From an optimization exercise on the open Yosys and OpenROAD flow, aimed at small area and a short achievable clock period; shortcuts taken in it are not production practice. No functional check of the RTL was part of any run shown here.

==> flow/design.v (outline; a module is shown in full before it is edited, if it fits) <==
// module ex2_1: 1884 lines
// module ex2_1_fa: 4 lines
// module ex2_1_ha: 4 lines
// module ex2_1_pgi: 4 lines
// module ex2_1_pgn: 4 lines
// module ex2_1_x: 3 lines
// module ex2_1_xn: 3 lines
module ex2_1 (
	      input 		  clk, rst, validi,
	      input [31:0] 	  data_in,
	      output logic 	  valido,
	      output logic [31:0] data_out
	      );
  // ...
==> flow/run.sh <==
#!/bin/bash
# synth_recipe.tcl (not shown) runs the flow's synth.tcl, then flattens the netlist and writes it again
# the make line also repeats each setting of config.mk as NAME=value (left out here)
make -C /OpenROAD-flow-scripts/flow DESIGN_CONFIG=/design/flow/config.mk WORK_HOME=/design/flow/orfs CLKGATE_MAP_FILE= SYNTH_SCRIPT=/design/flow/synth_recipe.tcl finish
==> flow/config.mk <==
export PLATFORM = sky130hd
export DESIGN_NAME = ex2_1
export DESIGN_NICKNAME = ex2_1
export VERILOG_FILES = /design/flow/design.v
export SDC_FILE = /design/flow/constraint.sdc
export NUM_CORES = 4
export LEC_CHECK = 0
export CAP_MARGIN = 20
export CORE_MARGIN = 2
export CORE_UTILIZATION = 40
export SETUP_SLACK_MARGIN = 4.4
export SLEW_MARGIN = 20
export SYNTH_HIERARCHICAL = 1
export TNS_END_PERCENT = 0
==> flow/constraint.sdc <==
create_clock -name core_clock -period 8.0 [get_ports {clk}]
set_input_delay 1.6000 -clock core_clock [delete_from_list [all_inputs] [get_ports {clk}]]
set_output_delay 1.6000 -clock core_clock [all_outputs]
set_load 0.01 [all_outputs]
==> run notes, run 1 <==
- DRT antenna net count: 0
- Drt drc: 0
- Global Route Usage Sum: 28.6%
- Share of cells above drive strength 1: about a fifth
- Final Non-Filler Cells: 2869
- Crit path top cell by count: fa_1
- Post-layout min period: between 3000 and 4000 ps
- Post-Syn Area: roughly 21000 um^2
- Fin Hold WS: between 400 and 500 ps
- CP max stage cell: fa_1
- Drt wl/cell: about 28 um
- Sink Count: roughly 160
- N_diodes: 3
- DR WL met2: roughly 36000 um
- Pre-CTS WS: approximately 2900 ps
- Multi-input gate area: about 17000 um^2
- Met3 usage: ~5.3%
- PortBufs: 67
- Number of core rows: 83
- CLK BUF: 23
- Placed Cells: between 2000 and 3000
- Reg-to-Reg Start: q80
- Largest net degree at the start of global routing: just under 80
- Final worst setup slack: 4260 ps
- Status: no timing/DRC/antenna violations
- CP peak stage delay: 550 ps
- Hold Vio Cnt, Final: 0
- M1 wire length: about 32000 um
- Count of multi-input gates: between 1500 and 2000
- Critical-path cell list: buf_2 -> bufbuf_16 -> o211a_1 -> a211oi_4 -> fa_2 -> fa_1 -> fa_1
- Syn-to-layout area delta: 12.6%
- Cts repair resizes: between 150 and 200
- Die width: around 230 um
- Hold path depth: 1
- Buffer share of cell area: under 10%
- Finished Cell Area: approximately 24000 um^2
- YS warnings: 7
==> inputs of run 2 (changes only) <==
--- a/flow/design.v
+++ b/flow/design.v
@@ -1618,41 +1618,41 @@
    ex2_1_fa us591 (.a(pp215), .b(pp229), .c(pp241), .s(s591), .co(c592));
    ex2_1_fa us593 (.a(pp251), .b(pp259), .c(pp265), .s(s593), .co(c594));
    ex2_1_fa us595 (.a(pp269), .b(pp271), .c(c566), .s(s595), .co(c596));
    ex2_1_fa us597 (.a(c568), .b(c570), .c(c572), .s(s597), .co(c598));
    ex2_1_fa us599 (.a(c574), .b(s585), .c(s587), .s(s599), .co(c600));
    ex2_1_fa us601 (.a(s589), .b(s591), .c(s593), .s(s601), .co(c602));
    ex2_1_fa us603 (.a(c576), .b(c578), .c(c580), .s(s603), .co(c604));
    ex2_1_fa us605 (.a(s595), .b(s597), .c(s599), .s(s605), .co(c606));
-   ex2_1_x us607 (.a(pp32), .b(pp62), .y(s607));
-   ex2_1_x us608 (.a(pp90), .b(pp116), .y(s608));
-   ex2_1_x us609 (.a(pp140), .b(pp162), .y(s609));
-   ex2_1_x us610 (.a(pp182), .b(pp200), .y(s610));
-   ex2_1_x us611 (.a(pp216), .b(pp230), .y(s611));
-   ex2_1_x us612 (.a(pp242), .b(pp252), .y(s612));
-   ex2_1_x us613 (.a(pp260), .b(pp266), .y(s613));
-   ex2_1_x us614 (.a(pp270), .b(pp272), .y(s614));
-   ex2_1_x us615 (.a(s607), .b(s608), .y(s615));
-   ex2_1_x us616 (.a(s609), .b(s610), .y(s616));
-   ex2_1_x us617 (.a(s611), .b(s612), .y(s617));
-   ex2_1_x us618 (.a(s613), .b(s614), .y(s618));
-   ex2_1_x us619 (.a(c586), .b(c588), .y(s619));
-   ex2_1_x us620 (.a(c590), .b(c592), .y(s620));
-   ex2_1_x us621 (.a(c594), .b(s615), .y(s621));
-   ex2_1_x us622 (.a(s616), .b(s617), .y(s622));
-   ex2_1_x us623 (.a(s618), .b(s619), .y(s623));
-   ex2_1_x us624 (.a(s620), .b(s621), .y(s624));
-   ex2_1_x us625 (.a(s622), .b(c596), .y(s625));
-   ex2_1_x us626 (.a(c598), .b(s623), .y(s626));
-   ex2_1_x us627 (.a(s624), .b(c600), .y(s627));
-   ex2_1_x us628 (.a(c602), .b(s625), .y(s628));
-   ex2_1_x us629 (.a(s626), .b(s627), .y(s629));
-   ex2_1_x us630 (.a(s628), .b(c604), .y(s630));
-   ex2_1_x us631 (.a(s629), .b(c606), .y(s631));
+   assign s607 = pp32 ^ pp62;
+   assign s608 = pp90 ^ pp116;
+   assign s609 = pp140 ^ pp162;
+   assign s610 = pp182 ^ pp200;
+   assign s611 = pp216 ^ pp230;
+   assign s612 = pp242 ^ pp252;
+   assign s613 = pp260 ^ pp266;
+   assign s614 = pp270 ^ pp272;
+   assign s615 = s607 ^ s608;
+   assign s616 = s609 ^ s610;
+   assign s617 = s611 ^ s612;
+   assign s618 = s613 ^ s614;
+   assign s619 = c586 ^ c588;
+   assign s620 = c590 ^ c592;
+   assign s621 = c594 ^ s615;
+   assign s622 = s616 ^ s617;
+   assign s623 = s618 ^ s619;
+   assign s624 = s620 ^ s621;
+   assign s625 = s622 ^ c596;
+   assign s626 = c598 ^ s623;
+   assign s627 = s624 ^ c600;
+   assign s628 = c602 ^ s625;
+   assign s629 = s626 ^ s627;
+   assign s630 = s628 ^ c604;
+   assign s631 = s629 ^ c606;
    ex2_1_ha us632 (.a(q44), .b(q45), .s(s632), .co(c633));
    ex2_1_ha us634 (.a(q49), .b(q50), .s(s634), .co(c635));
    ex2_1_ha us636 (.a(q53), .b(q54), .s(s636), .co(c637));
    ex2_1_ha us638 (.a(q57), .b(q58), .s(s638), .co(c639));
    ex2_1_ha us640 (.a(q61), .b(q62), .s(s640), .co(c641));
    ex2_1_ha us642 (.a(q65), .b(q66), .s(s642), .co(c643));
    ex2_1_ha us644 (.a(q69), .b(q70), .s(s644), .co(c645));
    ex2_1_fa us646 (.a(q73), .b(q74), .c(q75), .s(s646), .co(c647));
@@ -1676,18 +1676,18 @@
    ex2_1_fa us682 (.a(q59), .b(q60), .c(c637), .s(s682), .co(c683));
    ex2_1_fa us684 (.a(q63), .b(q64), .c(c639), .s(s684), .co(c685));
    ex2_1_fa us686 (.a(q67), .b(q68), .c(c641), .s(s686), .co(c687));
    ex2_1_fa us688 (.a(q71), .b(q72), .c(c643), .s(s688), .co(c689));
    ex2_1_fa us690 (.a(q78), .b(c645), .c(s648), .s(s690), .co(c691));
    ex2_1_fa us692 (.a(c649), .b(s652), .c(c647), .s(s692), .co(c693));
    ex2_1_fa us694 (.a(c653), .b(s656), .c(c651), .s(s694), .co(c695));
    ex2_1_fa us696 (.a(c657), .b(s660), .c(c655), .s(s696), .co(c697));
-   ex2_1_x us698 (.a(q94), .b(q95), .y(s698));
-   ex2_1_x us699 (.a(c661), .b(c659), .y(s699));
+   assign s698 = q94 ^ q95;
+   assign s699 = c661 ^ c659;
    ex2_1_ha us700 (.a(q7), .b(q8), .s(s700), .co(c701));
    ex2_1_ha us702 (.a(q10), .b(q11), .s(s702), .co(c703));
    ex2_1_ha us704 (.a(q12), .b(q13), .s(s704), .co(c705));
    ex2_1_ha us706 (.a(q14), .b(q15), .s(s706), .co(c707));
    ex2_1_ha us708 (.a(q16), .b(q17), .s(s708), .co(c709));
    ex2_1_ha us710 (.a(q18), .b(q19), .s(s710), .co(c711));
    ex2_1_ha us712 (.a(q20), .b(q21), .s(s712), .co(c713));
    ex2_1_fa us714 (.a(q24), .b(q25), .c(s662), .s(s714), .co(c715));
@@ -1703,17 +1703,17 @@
    ex2_1_fa us734 (.a(s638), .b(c681), .c(s682), .s(s734), .co(c735));
    ex2_1_fa us736 (.a(s640), .b(c683), .c(s684), .s(s736), .co(c737));
    ex2_1_fa us738 (.a(s642), .b(c685), .c(s686), .s(s738), .co(c739));
    ex2_1_fa us740 (.a(s644), .b(c687), .c(s688), .s(s740), .co(c741));
    ex2_1_fa us742 (.a(s646), .b(c689), .c(s690), .s(s742), .co(c743));
    ex2_1_fa us744 (.a(s650), .b(c691), .c(s692), .s(s744), .co(c745));
    ex2_1_fa us746 (.a(s654), .b(c693), .c(s694), .s(s746), .co(c747));
    ex2_1_fa us748 (.a(s658), .b(c695), .c(s696), .s(s748), .co(c749));
-   ex2_1_x us750 (.a(s698), .b(s699), .y(s750));
+   assign s750 = s698 ^ s699;
    ex2_1_fa us751 (.a(q0), .b(q1), .c(data_in[0]), .s(s751), .co(c752));
    ex2_1_ha us753 (.a(q2), .b(data_in[1]), .s(s753), .co(c754));
    ex2_1_ha us755 (.a(q3), .b(data_in[2]), .s(s755), .co(c756));
    ex2_1_ha us757 (.a(q4), .b(data_in[3]), .s(s757), .co(c758));
    ex2_1_ha us759 (.a(q5), .b(data_in[4]), .s(s759), .co(c760));
    ex2_1_ha us761 (.a(q6), .b(data_in[5]), .s(s761), .co(c762));
    ex2_1_fa us763 (.a(s700), .b(q9), .c(data_in[6]), .s(s763), .co(c764));
    ex2_1_fa us765 (.a(c701), .b(s702), .c(data_in[7]), .s(s765), .co(c766));
@@ -1735,19 +1735,19 @@
    ex2_1_fa us797 (.a(c733), .b(s734), .c(data_in[23]), .s(s797), .co(c798));
    ex2_1_fa us799 (.a(c735), .b(s736), .c(data_in[24]), .s(s799), .co(c800));
    ex2_1_fa us801 (.a(c737), .b(s738), .c(data_in[25]), .s(s801), .co(c802));
    ex2_1_fa us803 (.a(c739), .b(s740), .c(data_in[26]), .s(s803), .co(c804));
    ex2_1_fa us805 (.a(c741), .b(s742), .c(data_in[27]), .s(s805), .co(c806));
    ex2_1_fa us807 (.a(c743), .b(s744), .c(data_in[28]), .s(s807), .co(c808));
    ex2_1_fa us809 (.a(c745), .b(s746), .c(data_in[29]), .s(s809), .co(c810));
    ex2_1_fa us811 (.a(c747), .b(s748), .c(data_in[30]), .s(s811), .co(c812));
-   ex2_1_x us813 (.a(c697), .b(s750), .y(s813));
-   ex2_1_x us814 (.a(data_in[31]), .b(s813), .y(s814));
-   ex2_1_x us815 (.a(s814), .b(c749), .y(s815));
+   assign s813 = c697 ^ s750;
+   assign s814 = data_in[31] ^ s813;
+   assign s815 = s814 ^ c749;
    assign ra = {c812, c810, c808, c806, c804, c802, c800, c798, c796, c794, c792, c790, c788, c786, c784, c782, c780, c778, c776, c774, c772, c770, c768, c766, c764, c762, c760, c758, c756, c754, c752, s751};
    assign rb = {s815, s811, s809, s807, s805, s803, s801, s799, s797, s795, s793, s791, s789, s787, s785, s783, s781, s779, s777, s775, s773, s771, s769, s767, s765, s763, s761, s759, s757, s755, s753, 1'b0};
    assign g0 = ra & rb;
    assign p0 = ra ^ rb;
    ex2_1_pgi ug1 (.gh(g0[1]), .ph(p0[1]), .gl(g0[0]), .pl(1'b1), .gn(xg1), .pn(xp1));
    ex2_1_pgi ug2 (.gh(g0[3]), .ph(p0[3]), .gl(g0[2]), .pl(p0[2]), .gn(xg2), .pn(xp2));
    ex2_1_pgi ug3 (.gh(g0[5]), .ph(p0[5]), .gl(g0[4]), .pl(p0[4]), .gn(xg3), .pn(xp3));
    ex2_1_pgi ug4 (.gh(g0[7]), .ph(p0[7]), .gl(g0[6]), .pl(p0[6]), .gn(xg4), .pn(xp4));
==> run 2 against run 1 <==
First-iteration DRC count fell by 40%. Global-route usage fell by 2.6 points. Area after synthesis decreased by 25%. Critical path type unchanged. Critical endpoint is now data_out[25]. Highest routed layer unchanged.
==> run notes, run 2 <==
- Status: no timing/DRC/antenna violations
- Worst skew pair latency: approximately 470 ps
- Hold-fix buffers at CTS: 0
- GP Congestion: roughly 0.94
- R2r setup slk: between 4000 and 5000 ps
- Critical path class: in -> reg
- Critical Path RT: ~8400 ps
- Pre-CTS WS: 2620 ps (-286 ps)
- Actual slew at the worst max-slew pin: slightly below 900 ps
- Final TNS setup: 0 ps
- Part of the cycle the worst path needs: about half
- Iter 0 DRT Violations: about 1300
- WHS Endpoint: cnt[0]
- RR Endpoint: q94
- Post-layout min period: 4060 ps (+322 ps)
- Core Footprint: a little under 40000 um^2
- Critical-path cell list: dlygate4sd2_1 -> buf_12 -> fa_1 -> ha_1 -> a21oi_2 -> o21ai_2 -> a21oi_2 -> inv_1 -> a21oi_2 -> inv_1 -> a21oi_2 -> xnor2_1
- Commonest non-fill, non-tap cell in the layout: xnor2_1
- CTS tree: built
- Routed vias/inst: between 5 and 6
- Vias in the first global route: 12473
- Commonest non-fill, non-tap cells in the layout: xnor2_1, fa_1, a22oi_1
- Share of cells above drive strength 1: 18.7% (-0.71 points)
- Syn-to-layout area delta: 18.0%
- Initial Util: around two fifths
- CP max FO: 18
- Final #Nets: around 1900
- Drt wl/cell: 25.5 um (-8.7%)
- Largest net degree at the start of global routing: 64 (-18%)
- First-pass GRT wire length: 78900 um
- Number of core rows: 72 (-13%)
- YS warnings: 7 (unchanged)
- Sink Count: 163 (unchanged)
- Antenna violations before repair: 0
- Crit path DAT: ~4500 ps
- Biggest regs: a: 32 flops, data_out: 32 flops, cnt: 2 flops
- CTS H-tree lvls: 4
- Slew margin rel.: about two fifths
- DR pass1 iterations: 6
- Root Driver: clkbuf_16
- Post-Syn Instances: about 1500
- DRT antenna net count: 0 (unchanged)
- Grt ovf: 0
- Clk slew on worst S/H paths: approximately 70 ps
- Clock tree buffer depth: 2
- CP max stage cell: a21oi_2
- Startpoint class of the critical path: primary input
- Die width: 202 um (-13%)
- Total Die Area: a little over 40000 um^2
- CTS Buf Count: 17
- Synthesized area per cell: between 10 and 15 um^2
- Global Route Usage Sum: 26.1% (-2.6 points)
- Hold path depth: 1 (unchanged)
- Hold Crit Start: cnt[0]
- Hold Vio Cnt, Final: 0 (unchanged)
- Final core utilization: 47.8%
- Final setup fails: 0
- Max-Cap Viols: 0
- PortBufs: 67 (unchanged)
- Drt drc: 0 (unchanged)
- N_diodes: 0 (-3)
- Reg-to-Reg Start: a[13]
- RSZ-0062 raised after global routing: true
- Detailed Route WL: roughly 52000 um
- Top-Level Pins: around 70
- Crit path top cell by count: a21oi_2
- Die H: between 200 and 250 um
- HP Class: reg -> reg
- Reg2reg path depth: 13
- Clock Skew: roughly 17 ps
- Fmax: around 250 MHz
- CP peak stage delay: 400 ps (-150 ps)
- HPWL after detailed placement: 34900 um
- Critical path capture point type: register
- Post-Syn Area: 15700 um^2 (-25%)
- Fin. max-slew vios: 0
- Final worst setup slack: 3940 ps (-322 ps)
- Via count: around 12000
## run 2: area by class of cell
cell class	count	area [um^2]
well taps	518	648
clock inverters	12	145
fillers	3517	20200
repair buffers	159	1790
inverters	54	211
clock buffers	20	447
flip-flops and latches	163	3280
multi-input cells	1119	12000
## run 2: worst max-delay path by stage
stage	startpoint	to	slack, ps	cells after the start
final	data_in[0]	data_out[25]	3940	12
after global routing	data_in[20]	q94	3780	12
after CTS	data_in[11]	q94	3970	12
after detailed placement	data_in[22]	q94	2620	11
after global placement	data_in[22]	q94	2640	11
after floorplan	data_in[6]	q94	3570	12
## run 2: layer usage
metal  vias to the layer above  global-route usage [%]  part of all wire [%]
li1                       5067                       -                     -
met1                      6045                    34.6                    41
met2                       677                    40.8                    45
met3                       124                    5.64                   9.3
met4                         0                    12.0                   4.7
met5                         -                       0                     0
## run 2: critical path, delay by kind of cell
family,cells,cell delay (ps)
xor gates and xnor gates,1,120
buffers and inverters,4,750
adders and majority gates,2,580
AOI/OAI and AO/OA,5,1380
## run 2: what timing repair did
action                     in CTS  in global routing
pin swaps                      41                  1
resized for setup             249                  5
buffers inserted               37                  1
setup endpoints to repair     117                 79
cloned                          9                  0
## run 2: stage by stage
stage | instance area, um^2 | hold slack (ps) | cells
2_1_floorplan | 15900 | 378 | 1457
3_3_place_gp | 17000 | 420 | 1966
3_5_place_dp | 17000 | 431 | 1966
4_1_cts | 18500 | 439 | 2044
5_1_grt | 18500 | 466 | 2045
6_report | 18500 | 438 | 2045

separate check: timing with driven ports:
No port has a modelled driver above. Below, the same layouts with a new extraction and two added sets of constraints.
Step 1: set_driving_cell puts a clkbuf_16 on clk and a buf_2 on each other input, an assumption about the parent block.
Step 2 also shifts input and output timing later by t, the mid clock arrival at the registers, as if the neighbouring blocks saw the same clock.
Three values: no drivers, after step 1, after step 2; two values: the first two.
| run | t (ns) | setup WS [ns] | hold WS [ns] | cell pins on the clock port's net |
|---|---|---|---|---|
| run 1 | 0.560 | 4.261 / 4.296 / 3.736 | 0.429 / 0.429 / 0.429 | 1 |
| run 2 | 0.514 | 3.939 / 3.958 / 3.444 | 0.438 / 0.438 / 0.438 | 1 |
After both steps setup and hold are still met in every run listed. For run 1, which loses most, drivers alone change the setup slack by +0.035 ns; drivers and shift together by -0.525 ns.
